This design comes from an exercise in tuning for small area and a short achievable clock period on the open sky130 flow, not from production work. Function was not checked in any run shown here: the RTL went through the layout flow alone. No activity file was given, so power comes from the tool's default toggle rates.

==> flow/design.v (outline; a module is shown in full before it is edited, if it fits) <==
// module QE_M: 852 lines
// module qe_fa: 5 lines
// module qe_fs: 5 lines
// module qe_fc: 5 lines
// module qe_x2: 5 lines
// module qe_cy: 5 lines
// module qe_ha: 5 lines
module QE_M (clk, reset, in_a, in_b, in_c, in_x, mode, valid_in, last_input, valid_out, result);
  // ...
==> flow/flow/run.sh <==
#!/bin/bash
# The standard layout, with buf_2 cells as the port buffers.
bash standard.sh "BUFFER_PORTS_ARGS=-buffer_cell sky130_fd_sc_hd__buf_2" finish > standard.log 2>&1
==> flow/standard.sh <==
#!/bin/bash
# synth_recipe.tcl (not shown) runs the flow's synth.tcl, then flattens the netlist and writes it again
# the make line also repeats each setting of config.mk as NAME=value (left out here)
make -C /OpenROAD-flow-scripts/flow DESIGN_CONFIG=/design/flow/config.mk WORK_HOME=/design/flow/orfs CLKGATE_MAP_FILE= SYNTH_SCRIPT=/design/flow/synth_recipe.tcl "${@:-finish}"
==> flow/config.mk <==
export PLATFORM = sky130hd
export DESIGN_NAME = QE_M
export DESIGN_NICKNAME = QE_M
export VERILOG_FILES = /design/flow/design.v
export SDC_FILE = /design/flow/constraint.sdc
export NUM_CORES = 4
export LEC_CHECK = 0
export CAP_MARGIN = 20
export CORE_MARGIN = 2
export CORE_UTILIZATION = 40
export CTS_BUF_LIST = sky130_fd_sc_hd__clkbuf_8
export CTS_CLUSTER_DIAMETER = 100
export CTS_CLUSTER_SIZE = 40
export SETUP_SLACK_MARGIN = 4
export SLEW_MARGIN = 20
export SYNTH_HIERARCHICAL = 1
==> flow/constraint.sdc <==
create_clock -name core_clock -period 6.5 [get_ports {clk}]
set_input_delay 1.3000 -clock core_clock [delete_from_list [all_inputs] [get_ports {clk}]]
set_output_delay 1.3000 -clock core_clock [all_outputs]
set_load 0.01 [all_outputs]
==> impl_metrics.env, run 1 <==
export IMPL_status="finished clean"
export IMPL_synthTopCellsByArea="dfxtp_1 (34%), xor2_1 (25%), a22o_1 (8.3%)"
export IMPL_rrSetupSlack_ns=4.11
export IMPL_synth_fa_ha_area_frac=0.03179
export IMPL_yosys_warnings=7
export IMPL_drive_gt1_frac=0.1621
export IMPL_fin_skew_ns=0.01255
export IMPL_cp_depth=8
export IMPL_crit_start="in_x[7]"
export IMPL_yosys_register_bits=150
export IMPL_final_nonclk_buf_share=0.03464
export IMPL_clock_latency_ns=0.46
export IMPL_synth_compound_area_share=0.1769
export IMPL_clockBufferDepth=2
export IMPL_pin_count=54
export IMPL_syn_area_per_cell_sq_um=9.423
export IMPL_max_cap_violations=0
export IMPL_yosysTopAreaCell="dfxtp_1"
export IMPL_holdPathStages=0
export IMPL_worst_slack_ns=4.032
export IMPL_cts_buffers=17
export IMPL_drv_slew=0
export IMPL_fin_crit_ns=2.468
export IMPL_reg_top3="R (16), Y (16)"
export IMPL_hold_class="flip-flop to flip-flop"
export IMPL_setup_viol=0
export IMPL_grt_util_met3=0.02922
export IMPL_seq_power_mw=1.52
export IMPL_synth_most_common_cell="xor2_1"
export IMPL_reg2reg_depth=9
export IMPL_endpoint="T1c8"
export IMPL_wire_per_inst_um=13.93
==> run 2, diff against run 1 <==
--- a/flow/design.v
+++ b/flow/design.v
@@ -226,46 +226,46 @@
 wire ta_41, ta_42, ta_43, ta_44, ta_45, ta_46, ta_47, ta_48;
 wire ta_49, ta_50, ta_51, ta_52, ta_53, ta_54, ta_55, ta_56;
 wire ta_57, ta_58, ta_59, ta_60, ta_61, ta_62, ta_63, ta_64;
 wire ta_65, ta_66, ta_67, ta_68, ta_69, ta_70, ta_71, ta_72;
 wire ta_73, ta_74, ta_75, ta_76, ta_77, ta_78, ta_79, ta_80;
 wire ta_81, ta_82, ta_83, ta_84, ta_85, ta_86, ta_87, ta_88;
 wire ta_89, ta_90, ta_91, ta_92, ta_93, ta_94, ta_95, ta_96;
 wire ta_97, ta_98, ta_99, ta_100, ta_101, ta_102;
-assign ta_1 = ~(pa_0_5 ^ pa_1_4);
+qe_xn ta_hx0 (.a(pa_0_5), .b(pa_1_4), .y(ta_1));
 assign ta_2 = pa_0_5 | pa_1_4;
 qe_x2 ta_xp0 (.a(pa_0_6), .b(pa_1_5), .y(ta_5));
 qe_x2 ta_xs0 (.a(ta_5), .b(pa_2_4), .y(ta_3));
 qe_cy ta_cy0 (.a(pa_0_6), .b(pa_1_5), .c(pa_2_4), .p(ta_5), .co(ta_4));
-assign ta_6 = ~(pa_3_3 ^ pa_4_2);
+qe_xn ta_hx1 (.a(pa_3_3), .b(pa_4_2), .y(ta_6));
 assign ta_7 = pa_3_3 | pa_4_2;
 qe_x2 ta_xp1 (.a(pa_0_7), .b(pa_1_6), .y(ta_10));
 qe_x2 ta_xs1 (.a(ta_10), .b(pa_2_5), .y(ta_8));
 qe_cy ta_cy1 (.a(pa_0_7), .b(pa_1_6), .c(pa_2_5), .p(ta_10), .co(ta_9));
 qe_x2 ta_xp2 (.a(pa_3_4), .b(pa_4_3), .y(ta_13));
 qe_x2 ta_xs2 (.a(ta_13), .b(pa_5_2), .y(ta_11));
 qe_cy ta_cy2 (.a(pa_3_4), .b(pa_4_3), .c(pa_5_2), .p(ta_13), .co(ta_12));
-assign ta_14 = ~(pa_6_1 ^ pa_7_0);
+qe_xn ta_hx2 (.a(pa_6_1), .b(pa_7_0), .y(ta_14));
 assign ta_15 = pa_6_1 | pa_7_0;
 qe_x2 ta_xp3 (.a(pa_1_7), .b(pa_2_6), .y(ta_18));
 qe_x2 ta_xs3 (.a(ta_18), .b(pa_3_5), .y(ta_16));
 qe_cy ta_cy3 (.a(pa_1_7), .b(pa_2_6), .c(pa_3_5), .p(ta_18), .co(ta_17));
 qe_x2 ta_xp4 (.a(pa_4_4), .b(pa_5_3), .y(ta_21));
 qe_x2 ta_xs4 (.a(ta_21), .b(pa_6_2), .y(ta_19));
 qe_cy ta_cy4 (.a(pa_4_4), .b(pa_5_3), .c(pa_6_2), .p(ta_21), .co(ta_20));
 qe_x2 ta_xp5 (.a(pa_2_7), .b(pa_3_6), .y(ta_24));
 qe_x2 ta_xs5 (.a(ta_24), .b(pa_4_5), .y(ta_22));
 qe_cy ta_cy5 (.a(pa_2_7), .b(pa_3_6), .c(pa_4_5), .p(ta_24), .co(ta_23));
-assign ta_25 = ~(pa_0_3 ^ pa_1_2);
+qe_xn ta_hx3 (.a(pa_0_3), .b(pa_1_2), .y(ta_25));
 assign ta_26 = pa_0_3 | pa_1_2;
 qe_x2 ta_xp6 (.a(pa_0_4), .b(pa_1_3), .y(ta_29));
 qe_x2 ta_xs6 (.a(ta_29), .b(pa_2_2), .y(ta_27));
 qe_cy ta_cy6 (.a(pa_0_4), .b(pa_1_3), .c(pa_2_2), .p(ta_29), .co(ta_28));
-assign ta_30 = ~(pa_3_1 ^ pa_4_0);
+qe_xn ta_hx4 (.a(pa_3_1), .b(pa_4_0), .y(ta_30));
 assign ta_31 = pa_3_1 | pa_4_0;
 qe_x2 ta_xp7 (.a(pa_2_3), .b(pa_3_2), .y(ta_34));
 qe_x2 ta_xs7 (.a(ta_34), .b(pa_4_1), .y(ta_32));
 qe_cy ta_cy7 (.a(pa_2_3), .b(pa_3_2), .c(pa_4_1), .p(ta_34), .co(ta_33));
 qe_x2 ta_xp8 (.a(pa_5_0), .b(bg[5]), .y(ta_37));
 qe_x2 ta_xs8 (.a(ta_37), .b(ta_1), .y(ta_35));
 qe_cy ta_cy8 (.a(pa_5_0), .b(bg[5]), .c(ta_1), .p(ta_37), .co(ta_36));
 qe_x2 ta_xp9 (.a(pa_5_1), .b(pa_6_0), .y(ta_40));
@@ -296,17 +296,17 @@
 qe_x2 ta_xs17 (.a(ta_64), .b(pa_5_5), .y(ta_62));
 qe_cy ta_cy17 (.a(pa_3_7), .b(pa_4_6), .c(pa_5_5), .p(ta_64), .co(ta_63));
 qe_x2 ta_xp18 (.a(pa_6_4), .b(pa_7_3), .y(ta_67));
 qe_x2 ta_xs18 (.a(ta_67), .b(ta_23), .y(ta_65));
 qe_cy ta_cy18 (.a(pa_6_4), .b(pa_7_3), .c(ta_23), .p(ta_67), .co(ta_66));
 qe_x2 ta_xp19 (.a(pa_4_7), .b(pa_5_6), .y(ta_70));
 qe_x2 ta_xs19 (.a(ta_70), .b(pa_6_5), .y(ta_68));
 qe_cy ta_cy19 (.a(pa_4_7), .b(pa_5_6), .c(pa_6_5), .p(ta_70), .co(ta_69));
-assign ta_71 = ~(pa_0_2 ^ pa_1_1);
+qe_xn ta_hx5 (.a(pa_0_2), .b(pa_1_1), .y(ta_71));
 assign ta_72 = pa_0_2 | pa_1_1;
 qe_x2 ta_xp20 (.a(pa_2_1), .b(pa_3_0), .y(ta_75));
 qe_x2 ta_xs20 (.a(ta_75), .b(bg[3]), .y(ta_73));
 qe_cy ta_cy20 (.a(pa_2_1), .b(pa_3_0), .c(bg[3]), .p(ta_75), .co(ta_74));
 qe_x2 ta_xp21 (.a(bg[4]), .b(ta_26), .y(ta_78));
 qe_x2 ta_xs21 (.a(ta_78), .b(ta_30), .y(ta_76));
 qe_cy ta_cy21 (.a(bg[4]), .b(ta_26), .c(ta_30), .p(ta_78), .co(ta_77));
 qe_x2 ta_xp22 (.a(ta_31), .b(ta_28), .y(ta_81));
@@ -335,17 +335,17 @@
 qe_cy ta_cy29 (.a(pa_5_7), .b(pa_6_6), .c(pa_7_5), .p(ta_102), .co(ta_101));
 wire [7:0] xm = {X1[6:0], 1'b0};   
 integer i;
 wire tb_1, tb_2, tb_3, tb_4, tb_5, tb_6, tb_7, tb_8;
 wire tb_9, tb_10, tb_11, tb_12, tb_13, tb_14, tb_15, tb_16;
 wire tb_17, tb_18, tb_19, tb_20, tb_21, tb_22, tb_23, tb_24;
 wire tb_25, tb_26, tb_27, tb_28, tb_29, tb_30, tb_31, tb_32;
 wire tb_33, tb_34, tb_35, tb_36, tb_37, tb_38;
-assign tb_1 = ~(T1a1 ^ T1b1);
+qe_xn tb_hx0 (.a(T1a1), .b(T1b1), .y(tb_1));
 assign tb_2 = T1a1 | T1b1;
 qe_x2 tb_xp0 (.a(T1a2), .b(T1b2), .y(tb_5));
 qe_x2 tb_xs0 (.a(tb_5), .b(T1c2), .y(tb_3));
 qe_cy tb_cy0 (.a(T1a2), .b(T1b2), .c(T1c2), .p(tb_5), .co(tb_4));
 qe_x2 tb_xp1 (.a(T1a3), .b(T1b3), .y(tb_8));
 qe_x2 tb_xs1 (.a(tb_8), .b(T1c3), .y(tb_6));
 qe_cy tb_cy1 (.a(T1a3), .b(T1b3), .c(T1c3), .p(tb_8), .co(tb_7));
 qe_x2 tb_xp2 (.a(T1a4), .b(T1b4), .y(tb_11));
@@ -580,81 +580,81 @@
 wire tc_97, tc_98, tc_99, tc_100, tc_101, tc_102, tc_103, tc_104;
 wire tc_105, tc_106, tc_107, tc_108, tc_109, tc_110, tc_111, tc_112;
 wire tc_113, tc_114, tc_115, tc_116, tc_117, tc_118, tc_119, tc_120;
 wire tc_121, tc_122, tc_123, tc_124, tc_125, tc_126, tc_127, tc_128;
 wire tc_129, tc_130, tc_131, tc_132, tc_133, tc_134, tc_135, tc_136;
 wire tc_137, tc_138, tc_139, tc_140, tc_141, tc_142, tc_143, tc_144;
 wire tc_145, tc_146, tc_147, tc_148, tc_149, tc_150, tc_151, tc_152;
 wire tc_153, tc_154, tc_155, tc_156, tc_157, tc_158;
-assign tc_1 = ~(pc_neg_0 ^ C2[0]);
+qe_xn tc_hx0 (.a(pc_neg_0), .b(C2[0]), .y(tc_1));
 assign tc_2 = pc_neg_0 | C2[0];
-assign tc_3 = ~(C2[1] ^ pc_acc_1_1);
+qe_xn tc_hx1 (.a(C2[1]), .b(pc_acc_1_1), .y(tc_3));
 assign tc_4 = C2[1] | pc_acc_1_1;
 qe_x2 tc_xp0 (.a(pc_neg_1), .b(C2[2]), .y(tc_7));
 qe_x2 tc_xs0 (.a(tc_7), .b(pc_acc_2_2), .y(tc_5));
 qe_cy tc_cy0 (.a(pc_neg_1), .b(C2[2]), .c(pc_acc_2_2), .p(tc_7), .co(tc_6));
-assign tc_8 = ~(C2[3] ^ pc_acc_2_3);
+qe_xn tc_hx2 (.a(C2[3]), .b(pc_acc_2_3), .y(tc_8));
 assign tc_9 = C2[3] | pc_acc_2_3;
 qe_x2 tc_xp1 (.a(pc_neg_2), .b(C2[4]), .y(tc_12));
 qe_x2 tc_xs1 (.a(tc_12), .b(pc_0_4), .y(tc_10));
 qe_cy tc_cy1 (.a(pc_neg_2), .b(C2[4]), .c(pc_0_4), .p(tc_12), .co(tc_11));
-assign tc_13 = ~(C2[5] ^ pc_0_5);
+qe_xn tc_hx3 (.a(C2[5]), .b(pc_0_5), .y(tc_13));
 assign tc_14 = C2[5] | pc_0_5;
 qe_x2 tc_xp2 (.a(pc_neg_3), .b(C2[6]), .y(tc_17));
 qe_x2 tc_xs2 (.a(tc_17), .b(pc_0_6), .y(tc_15));
 qe_cy tc_cy2 (.a(pc_neg_3), .b(C2[6]), .c(pc_0_6), .p(tc_17), .co(tc_16));
-assign tc_18 = ~(pc_1_6 ^ pc_2_6);
+qe_xn tc_hx4 (.a(pc_1_6), .b(pc_2_6), .y(tc_18));
 assign tc_19 = pc_1_6 | pc_2_6;
 qe_x2 tc_xp3 (.a(C2[7]), .b(pc_0_7), .y(tc_22));
 qe_x2 tc_xs3 (.a(tc_22), .b(pc_1_7), .y(tc_20));
 qe_cy tc_cy3 (.a(C2[7]), .b(pc_0_7), .c(pc_1_7), .p(tc_22), .co(tc_21));
-assign tc_23 = ~(pc_2_7 ^ pc_3_7);
+qe_xn tc_hx5 (.a(pc_2_7), .b(pc_3_7), .y(tc_23));
 assign tc_24 = pc_2_7 | pc_3_7;
 qe_x2 tc_xp4 (.a(pc_4_8), .b(pc_0_8), .y(tc_27));
 qe_x2 tc_xs4 (.a(tc_27), .b(pc_1_8), .y(tc_25));
 qe_cy tc_cy4 (.a(pc_4_8), .b(pc_0_8), .c(pc_1_8), .p(tc_27), .co(tc_26));
-assign tc_28 = ~(pc_2_8 ^ pc_3_8);
+qe_xn tc_hx6 (.a(pc_2_8), .b(pc_3_8), .y(tc_28));
 assign tc_29 = pc_2_8 | pc_3_8;
 qe_x2 tc_xp5 (.a(pc_4_9), .b(pc_0_9), .y(tc_32));
 qe_x2 tc_xs5 (.a(tc_32), .b(pc_1_9), .y(tc_30));
 qe_cy tc_cy5 (.a(pc_4_9), .b(pc_0_9), .c(pc_1_9), .p(tc_32), .co(tc_31));
-assign tc_33 = ~(pc_2_9 ^ pc_3_9);
+qe_xn tc_hx7 (.a(pc_2_9), .b(pc_3_9), .y(tc_33));
 assign tc_34 = pc_2_9 | pc_3_9;
 qe_x2 tc_xp6 (.a(pc_4_10), .b(pc_0_10), .y(tc_37));
 qe_x2 tc_xs6 (.a(tc_37), .b(pc_1_10), .y(tc_35));
 qe_cy tc_cy6 (.a(pc_4_10), .b(pc_0_10), .c(pc_1_10), .p(tc_37), .co(tc_36));
-assign tc_38 = ~(pc_2_10 ^ pc_3_10);
+qe_xn tc_hx8 (.a(pc_2_10), .b(pc_3_10), .y(tc_38));
 assign tc_39 = pc_2_10 | pc_3_10;
 qe_x2 tc_xp7 (.a(pc_4_11), .b(pc_0_11), .y(tc_42));
 qe_x2 tc_xs7 (.a(tc_42), .b(pc_1_11), .y(tc_40));
 qe_cy tc_cy7 (.a(pc_4_11), .b(pc_0_11), .c(pc_1_11), .p(tc_42), .co(tc_41));
-assign tc_43 = ~(pc_2_11 ^ pc_3_11);
+qe_xn tc_hx9 (.a(pc_2_11), .b(pc_3_11), .y(tc_43));
 assign tc_44 = pc_2_11 | pc_3_11;
 qe_x2 tc_xp8 (.a(pc_4_12), .b(pc_0_12), .y(tc_47));
 qe_x2 tc_xs8 (.a(tc_47), .b(pc_1_12), .y(tc_45));
 qe_cy tc_cy8 (.a(pc_4_12), .b(pc_0_12), .c(pc_1_12), .p(tc_47), .co(tc_46));
-assign tc_48 = ~(pc_2_12 ^ pc_3_12);
+qe_xn tc_hx10 (.a(pc_2_12), .b(pc_3_12), .y(tc_48));
 assign tc_49 = pc_2_12 | pc_3_12;
 qe_x2 tc_xp9 (.a(pc_4_13), .b(pc_0_13), .y(tc_52));
 qe_x2 tc_xs9 (.a(tc_52), .b(pc_1_13), .y(tc_50));
 qe_cy tc_cy9 (.a(pc_4_13), .b(pc_0_13), .c(pc_1_13), .p(tc_52), .co(tc_51));
-assign tc_53 = ~(pc_2_13 ^ pc_3_13);
+qe_xn tc_hx11 (.a(pc_2_13), .b(pc_3_13), .y(tc_53));
 assign tc_54 = pc_2_13 | pc_3_13;
 qe_x2 tc_xp10 (.a(pc_4_14), .b(pc_0_14), .y(tc_57));
 qe_x2 tc_xs10 (.a(tc_57), .b(pc_1_14), .y(tc_55));
 qe_cy tc_cy10 (.a(pc_4_14), .b(pc_0_14), .c(pc_1_14), .p(tc_57), .co(tc_56));
-assign tc_58 = ~(pc_2_14 ^ pc_3_14);
+qe_xn tc_hx12 (.a(pc_2_14), .b(pc_3_14), .y(tc_58));
 assign tc_59 = pc_2_14 | pc_3_14;
 qe_x2 tc_xp11 (.a(pc_4_15), .b(pc_0_15), .y(tc_62));
 qe_x2 tc_xs11 (.a(tc_62), .b(pc_1_15), .y(tc_60));
 qe_cy tc_cy11 (.a(pc_4_15), .b(pc_0_15), .c(pc_1_15), .p(tc_62), .co(tc_61));
-assign tc_63 = ~(pc_2_15 ^ pc_3_15);
+qe_xn tc_hx13 (.a(pc_2_15), .b(pc_3_15), .y(tc_63));
 assign tc_64 = pc_2_15 | pc_3_15;
-assign tc_65 = ~(pc_acc_1_0 ^ pc_acc_2_0);
+qe_xn tc_hx14 (.a(pc_acc_1_0), .b(pc_acc_2_0), .y(tc_65));
 assign tc_66 = pc_acc_1_0 | pc_acc_2_0;
 qe_x2 tc_xp12 (.a(pc_acc_2_1), .b(tc_2), .y(tc_69));
 qe_x2 tc_xs12 (.a(tc_69), .b(pc_0_1), .y(tc_67));
 qe_cy tc_cy12 (.a(pc_acc_2_1), .b(tc_2), .c(pc_0_1), .p(tc_69), .co(tc_68));
 qe_x2 tc_xp13 (.a(pc_0_2), .b(pc_1_2), .y(tc_72));
 qe_x2 tc_xs13 (.a(tc_72), .b(tc_4), .y(tc_70));
 qe_cy tc_cy13 (.a(pc_0_2), .b(pc_1_2), .c(tc_4), .p(tc_72), .co(tc_71));
 qe_x2 tc_xp14 (.a(pc_0_3), .b(pc_1_3), .y(tc_75));
@@ -691,17 +691,17 @@
 qe_x2 tc_xs24 (.a(tc_105), .b(tc_46), .y(tc_103));
 qe_cy tc_cy24 (.a(tc_49), .b(tc_53), .c(tc_46), .p(tc_105), .co(tc_104));
 qe_x2 tc_xp25 (.a(tc_54), .b(tc_58), .y(tc_108));
 qe_x2 tc_xs25 (.a(tc_108), .b(tc_51), .y(tc_106));
 qe_cy tc_cy25 (.a(tc_54), .b(tc_58), .c(tc_51), .p(tc_108), .co(tc_107));
 qe_x2 tc_xp26 (.a(tc_59), .b(tc_63), .y(tc_111));
 qe_x2 tc_xs26 (.a(tc_111), .b(tc_56), .y(tc_109));
 qe_cy tc_cy26 (.a(tc_59), .b(tc_63), .c(tc_56), .p(tc_111), .co(tc_110));
-assign tc_112 = ~(pc_0_0 ^ tc_1);
+qe_xn tc_hx15 (.a(pc_0_0), .b(tc_1), .y(tc_112));
 assign tc_113 = pc_0_0 | tc_1;
 qe_x2 tc_xp27 (.a(tc_66), .b(tc_3), .y(tc_116));
 qe_x2 tc_xs27 (.a(tc_116), .b(tc_67), .y(tc_114));
 qe_cy tc_cy27 (.a(tc_66), .b(tc_3), .c(tc_67), .p(tc_116), .co(tc_115));
 qe_x2 tc_xp28 (.a(tc_5), .b(tc_68), .y(tc_119));
 qe_x2 tc_xs28 (.a(tc_119), .b(tc_70), .y(tc_117));
 qe_cy tc_cy28 (.a(tc_5), .b(tc_68), .c(tc_70), .p(tc_119), .co(tc_118));
 qe_x2 tc_xp29 (.a(tc_6), .b(tc_71), .y(tc_122));
@@ -865,16 +865,21 @@
 output wire co;
 assign co = (a & b) | (c & (a | b));
 endmodule
 module qe_x2 (a, b, y);
 input wire a, b;
 output wire y;
 assign y = a ^ b;
 endmodule
+module qe_xn (a, b, y);
+input wire a, b;
+output wire y;
+assign y = ~(a ^ b);
+endmodule
 module qe_cy (a, b, c, p, co);
 input wire a, b, c, p;
 output wire co;
 assign co = (a & b) | (c & p);
 endmodule
 module qe_ha (a, b, s, co);
 input wire a, b;
 output wire s, co;
==> flow/config.mk (replaced) <==
export PLATFORM = sky130hd
export DESIGN_NAME = QE_M
export DESIGN_NICKNAME = QE_M
export VERILOG_FILES = /design/flow/design.v
export SDC_FILE = /design/flow/constraint.sdc
export NUM_CORES = 4
export LEC_CHECK = 0
export CAP_MARGIN = 20
export CORE_MARGIN = 2
export CORE_UTILIZATION = 40
export CTS_BUF_LIST = sky130_fd_sc_hd__clkbuf_8
export SETUP_SLACK_MARGIN = 4
export SLEW_MARGIN = 20
export SYNTH_HIERARCHICAL = 1
==> impl_metrics.env, run 2 <==
export IMPL_status="finished clean"
export IMPL_max_freq_ghz=0.4083
export IMPL_final_common_cell="xor2_1"
export IMPL_max_vdd_ir_drop_uv=140.8
export IMPL_antenna_cells=0
export IMPL_synth_area_mux_share=0.002631
export IMPL_start_kind="primary input"
export IMPL_max_cap_violations=0
export IMPL_drt_iter0_markers=348
export IMPL_start_util=0.4072
export IMPL_yosys_register_bits=150
export IMPL_drv_slew=0
export IMPL_synth_edff_count=0
export IMPL_critPathKind="primary input to flip-flop"
export IMPL_die_y_um=150.3
export IMPL_swShare=0.4118
export IMPL_synthXorXnorAreaFrac=0.3172
export IMPL_synth_most_common_cell="xor2_1"
export IMPL_ys_seq_area_frac=0.3538
export IMPL_rsz0062_at_grt="yes"
export IMPL_layout_common_cells="xor2_1 (225), dfxtp_1 (138), nand2_1 (99)"
export IMPL_clockBufferDepth=2
export IMPL_die_w_um=150.3
export IMPL_tns_ns=0
export IMPL_switchingPower_mw=1.993
export IMPL_synthSimpleGateAreaFrac=0.1169
export IMPL_fin_skew_ns=0.01223
export IMPL_power_frac_seq=0.317
export IMPL_cts_buffers=17
export IMPL_setup_viol=0
export IMPL_antenna_found_initial=0
export IMPL_drive_gt1_frac=0.1636
export IMPL_die_area_sq_um=22590
export IMPL_nets=996
export IMPL_grt_max_degree=27
export IMPL_synth_compound_area_share=0.1825
export IMPL_fin_crit_ns=2.449
export IMPL_synthTopCellsByArea="dfxtp_1 (34%), xor2_1 (24%), a22o_1 (8.3%)"
export IMPL_cp_required_ns=6.89
export IMPL_hold_viol_final=0
export IMPL_clock_sinks=150
export IMPL_clk_pin_slew_ns=0.08
export IMPL_combPwrFrac=0.520
export IMPL_reg_top3="R (16), Y (16)"
export IMPL_syn_area_per_cell_sq_um=9.315
export IMPL_leakagePower_nw=3.871
export IMPL_p_int_mw=2.846
export IMPL_async_reset_ff_frac=0.03333
export IMPL_cts_tree="built"
export IMPL_yosysTopAreaCell="dfxtp_1"
export IMPL_period_share=0.3768
export IMPL_nFillCells=2031
export IMPL_fin_cells=1247
export IMPL_globalplace_congestion=0.8225
export IMPL_place_detailed_hpwl_um=12690
export IMPL_pin_count=54
export IMPL_synth_distinct_cells=52
export IMPL_grt_first_pass_wirelength_um=28000
export IMPL_vias=6224
export IMPL_hold_class="flip-flop to flip-flop"
export IMPL_syn2layout_area_growth_pct=12.98
export IMPL_grt_usage=0.1568
export IMPL_synth_cells=919
export IMPL_cp_end_kind="flip-flop"
export IMPL_synth_fa_ha_area_frac=0
export IMPL_drtPass1Iterations=5
export IMPL_yosys_warnings=7
export IMPL_ant_nets=0
export IMPL_synth_top_family_by_area="XOR/XNOR gates"
export IMPL_overflow=0
export IMPL_rows=53
export IMPL_clockRootBuffer="clkbuf_8"
export IMPL_drc_errors=0
export IMPL_core_area_sq_um=21020
export IMPL_grt_pass1_vias=5757
export IMPL_crit_fanout=11
export IMPL_worstMarginPinSlew_ns=0.6608
export IMPL_powerDensity_nw_per_um2=500.3
export IMPL_p_clk_frac=0.163
export IMPL_cts_max_level=4
export IMPL_syn_area_sq_um=8561
export IMPL_dp_cells=1206
export IMPL_clock_latency_ns=0.46
export IMPL_synth_common_cells="xor2_1 (235), dfxtp_1 (145), nand2_1 (105)"
export IMPL_cp_arrival_ns=2.84
export IMPL_numPortBuffers=53
export IMPL_wire_per_inst_um=13.84
export IMPL_synthFlopType="dfxtp_1"
export IMPL_viasPerCell=4.991
export IMPL_drt_total_wl_um=17260
export IMPL_synth_top_cell_area_share=0.3391
export IMPL_slew_headroom=0.5588
run 2: repair_timing:
item,in CTS,in global routing
hold buffers,0,0
gates cloned,1,1
endpoints found under the setup margin,22,33
pin swaps,5,6
gates resized for setup,7,24
buffers inserted,2,5
run 2: layout make-up:
cell class              instances  area (sq um)  area share
clock buffers                  17         234.0     0.02419
clock inverters                15         203.9     0.02109
inverters                      14         63.81    0.006598
multi-input cells             714          5440      0.5625
flip-flops and latches        150          3040      0.3144
well taps                     275         344.1     0.03558
repair buffers                 60         330.3     0.03415
repair inverters                2         15.01    0.001552
run 2: path summary, 6_finish.rpt:
check / start / slack, ns / end / cells after the start
max: in_a[0] / 4.05 / T1c8 / 8
min: C1[7] / 0.33 / C2[7] / 0
max reg2reg: T1a2 / 4.09 / R[15] / 9
min reg2reg: C1[7] / 0.33 / C2[7] / 0
max in group asynchronous: reset / 5.54 / lastd / 2
min in group asynchronous: reset / 0.71 / valid_out / 2
run 2: logic make-up (layout without fill, tap and decap cells):
group,after synthesis,in the layout
other cells,2,4
buf+inv,57,108
simple gates,199,199
flops,150,150
xor+xnor,310,310
compound gates,199,199
mux,2,2
run 2: per-module statistics from Yosys (local to each module, per instance):
module / flip-flops and latches / copies in the design / cells
qe_x2: 0 / 232 / 1
qe_xn: 0 / 23 / 1
QE_M: 150 / 1 / 583
qe_cy: 0 / 81 / 1
run 2: layer usage:
metal | global-route usage | up-vias | wire length, um
met3 | 0.02848 | 19 | 588
met2 | 0.2482 | 120 | 7889
met5 | 0 | - | 0
li1 | - | 3186 | -
met1 | 0.2125 | 2899 | 8525
met4 | 0.05991 | 0 | 261
run 2: critical path, stage by stage:
cell and delay (ns):
clkbuf_4 0.20, nand2_2 0.10, xor2_2 0.20, xor2_1 0.22
xor2_1 0.24, a22o_1 0.23, xor2_2 0.18, xor2_1 0.16
run 2: metrics by stage:
step             util  area (sq um)  power (mW)  hold WS [ns]  setup WS (ns)
6_report       0.4601          9672       4.839        0.3294          4.051
5_1_grt        0.4601          9672       5.246        0.3377          3.940
3_3_place_gp   0.4304          9047       3.999        0.3116          3.591
2_1_floorplan       -          8763       3.620        0.3096          3.793
4_1_cts        0.4532          9528       4.842        0.3322          4.018
3_5_place_dp   0.4304          9047       4.037        0.3121          3.523
run 2: power groups by stage:
stage / logic [mW] / clock network, mW / registers [mW]
detailed placement: 2.48 / 0 / 1.55
floorplan: 2.18 / 0 / 1.44
global placement: 2.45 / 0 / 1.55
finish: 2.52 / 0.787 / 1.54
CTS: 2.50 / 0.813 / 1.53
global route: 2.81 / 0.854 / 1.58
==> run 3, diff against run 2 <==
--- a/flow/config.mk
+++ b/flow/config.mk
@@ -8,5 +8,5 @@
 export CAP_MARGIN = 20
 export CORE_MARGIN = 2
-export CORE_UTILIZATION = 40
+export CORE_UTILIZATION = 60
 export CTS_BUF_LIST = sky130_fd_sc_hd__clkbuf_8
 export SETUP_SLACK_MARGIN = 4
==> impl_metrics.env, run 3 <==
export IMPL_viasPerCell=5.545
export IMPL_pre_cts_ws_ns=3.535
export IMPL_hold_viol_final=0
export IMPL_worst_slack_ns=3.952
export IMPL_rsz0062_at_grt="yes"
export IMPL_dp_cells=1111
export IMPL_ff_latch_area_sq_um=3044
export IMPL_drc_errors=0
export IMPL_die_area_sq_um=15240
export IMPL_cts_tree="built"
export IMPL_synth_compound_area_share=0.1825
export IMPL_total_power_mw=4.865
export IMPL_final_util=0.6865
export IMPL_yosysTopAreaCell="dfxtp_1"
export IMPL_ys_seq_area_frac=0.3538
export IMPL_worstMarginPinSlew_ns=0.7146
export IMPL_reg_top3="R (16), Y (16)"
export IMPL_final_area_sq_um=9567
export IMPL_syn_area_per_cell_sq_um=9.315
export IMPL_synth_top_cell_area_share=0.3391
export IMPL_grt_max_degree=27
export IMPL_die_w_um=123.5
export IMPL_numPortBuffers=53
export IMPL_rows=43
export IMPL_synth_fa_ha_area_frac=0
export IMPL_start_kind="flip-flop"
export IMPL_powerDensity_nw_per_um2=508.5
export IMPL_max_freq_ghz=0.3925
export IMPL_overflow=0
export IMPL_drv_slew=0
export IMPL_core_area_sq_um=13930
export IMPL_drive_gt1_frac=0.1672
export IMPL_clk_pin_slew_ns=0.09
export IMPL_clock_sinks=150
export IMPL_cp_end_kind="flip-flop"
export IMPL_nets=999
export IMPL_synth_most_common_cell="xor2_1"
export IMPL_crit_start="T1a3"
export IMPL_drt_total_wl_um=17570
export IMPL_status="finished clean"
export IMPL_synthXorXnorAreaFrac=0.3172
export IMPL_synth_area_mux_share=0.002631
export IMPL_fin_crit_ns=2.548
export IMPL_start_util=0.6143
export IMPL_clockBufferDepth=2
export IMPL_nFillCells=1134
export IMPL_antenna_found_initial=0
export IMPL_placed_cell_area_sq_um=8929
export IMPL_drt_iter0_markers=342
export IMPL_crit_fanout=4
export IMPL_min_from="C1[6]"
export IMPL_layout_common_cells="xor2_1 (226), dfxtp_1 (139), nand2_1 (99)"
export IMPL_pin_count=54
export IMPL_multi_input_area_sq_um=5458
export IMPL_ant_nets=0
export IMPL_place_detailed_hpwl_um=12710
export IMPL_cp_arrival_ns=2.93
export IMPL_clock_latency_ns=0.45
export IMPL_yosys_register_bits=150
export IMPL_slowest_stage="dfxtp_1"
export IMPL_cp_slowest_stage_delay_ns=0.35
export IMPL_synthFlopType="dfxtp_1"
export IMPL_yosys_warnings=7
export IMPL_syn_area_sq_um=8561
export IMPL_vias=6405
export IMPL_synth_cells=919
export IMPL_synthTopCellsByArea="dfxtp_1 (34%), xor2_1 (24%), a22o_1 (8.3%)"
export IMPL_globalplace_congestion=0.8558
export IMPL_grt_pass1_vias=6132
export IMPL_clockRootBuffer="clkbuf_8"
export IMPL_synth_common_cells="xor2_1 (235), dfxtp_1 (145), nand2_1 (105)"
export IMPL_rr_startpoint="T1a3"
export IMPL_hold_class="flip-flop to flip-flop"
export IMPL_critPathBufInv=1
export IMPL_drtPass1Iterations=5
export IMPL_die_y_um=123.5
export IMPL_holdWs_ns=0.3317
export IMPL_grt_first_pass_wirelength_um=28700
export IMPL_cts_max_level=4
export IMPL_antenna_cells=0
export IMPL_fin_skew_ns=0.01224
export IMPL_synth_top_family_by_area="XOR/XNOR gates"
export IMPL_wire_per_inst_um=15.21
export IMPL_period_share=0.3919
export IMPL_synth_edff_count=0
export IMPL_setup_viol=0
export IMPL_cp_required_ns=6.88
export IMPL_worstPathCellList="xor2_1, xor2_2, xor2_1, o21bai_1, o311ai_4, o221ai_4, buf_4, a21oi_1, o22ai_1, xor2_1"
export IMPL_max_vdd_ir_drop_uv=170.4
export IMPL_max_cap_violations=0
export IMPL_syn2layout_area_growth_pct=11.75
export IMPL_fin_cells=1155
export IMPL_critPathKind="flip-flop to flip-flop"
export IMPL_slew_headroom=0.5229
export IMPL_final_common_cell="xor2_1"
export IMPL_grt_usage=0.2403
export IMPL_tns_ns=0
export IMPL_async_reset_ff_frac=0.03333
export IMPL_synthSimpleGateAreaFrac=0.1169
export IMPL_leakagePower_nw=3.879
export IMPL_cts_buffers=17
export IMPL_synth_distinct_cells=52
export IMPL_cp_top_family="XOR/XNOR gates"
export IMPL_crit_top_cell="xor2_1"
-- run 3: what timing repair did --
item,in CTS,in global routing
hold endpoints to repair,0,0
cloned,1,0
setup endpoints to repair,22,27
hold buffers,0,0
pin swaps,8,15
gates resized for setup,10,22
setup buffers,3,8
-- run 3: worst paths after layout --
| kind | end | slack (ns) | cells after the start |
|---|---|---|---|
| max in group asynchronous | lastd | 5.54 | 2 |
| worst max-delay path | R[10] | 3.95 | 10 |
| min in group asynchronous | valid_out | 0.73 | 2 |
| worst max register to register | R[10] | 3.95 | 10 |
| worst min-delay path | C2[6] | 0.33 | 0 |
| worst min register to register | C2[6] | 0.33 | 0 |
-- run 3: Yosys stat by module (local to each module, per instance) --
module / cell area [sq um] / cells
qe_x2: 8.758 / 1
qe_cy: 8.758 / 1
QE_M: 5618 / 583
qe_xn: 8.758 / 1
-- run 3: area by class of cell --
class,count,area share
Clock buffer,18,0.02590
Clock inverter,14,0.01726
Inverter,14,0.006670
Multi-Input combinational cell,714,0.5705
Sequential cell,150,0.3182
Tap cell,180,0.02354
Timing Repair Buffer,64,0.03714
Timing Repair inverter,1,0.0007847
-- run 3: per-layer routing --
| layer | vias up | part of all wire | GRT usage |
|---|---|---|---|
| li1 | 3182 | - | - |
| met1 | 3061 | 0.45 | 0.2953 |
| met2 | 146 | 0.50 | 0.4179 |
| met3 | 16 | 0.038 | 0.05120 |
| met4 | 0 | 0.010 | 0.07813 |
| met5 | - | 0 | 0 |
-- run 3: kinds of logic (layout without fill, tap and decap cells) --
| logic type | count (synthesis) | after routing |
|---|---|---|
| xor+xnor | 310 | 310 |
| compound gates | 199 | 199 |
| simple gates | 199 | 199 |
| flops | 150 | 150 |
| buf+inv | 57 | 111 |
| other cells | 2 | 4 |
| mux | 2 | 2 |
-- run 3: report_power, final --
group	total, mW	switching, mW	internal (mW)
clock	0.736	0.373	0.363
sequential	1.53	0.286	1.25
combinational	2.59	1.39	1.21

-- re-timing with driven ports --
In the flow no input, the clock included, has a driving cell. The finished layouts below were timed again as built, in two steps.
Step 1 sets driving cells, clkbuf_16 on the clock port and buf_2 on the other inputs (assumed; they add their load-dependent delay and slew).
Step 2 moves the port delays by t, midway between the first and last clock arrival at a register: inputs arrive t later, outputs are due t later. That takes back most of the time a late clock gives input paths.
a / b / c = ideal / step 1 / step 2; a / b = the first two.
run | shift t [ns] | setup WS [ns] | worst hold slack (ns)
run 1 | 0.492 | 4.032 / 4.048 / 3.556 | 0.333 / 0.333 / 0.333
run 2 | 0.489 | 4.051 / 4.065 / 3.576 | 0.329 / 0.329 / 0.329
run 3 | 0.479 | 3.952 / 3.952 / 3.549 | 0.332 / 0.332 / 0.332
After both steps every run listed still meets setup and hold. The setup slack of run 1, which loses most, moves by +0.016 ns with the drivers and by -0.476 ns with both steps.
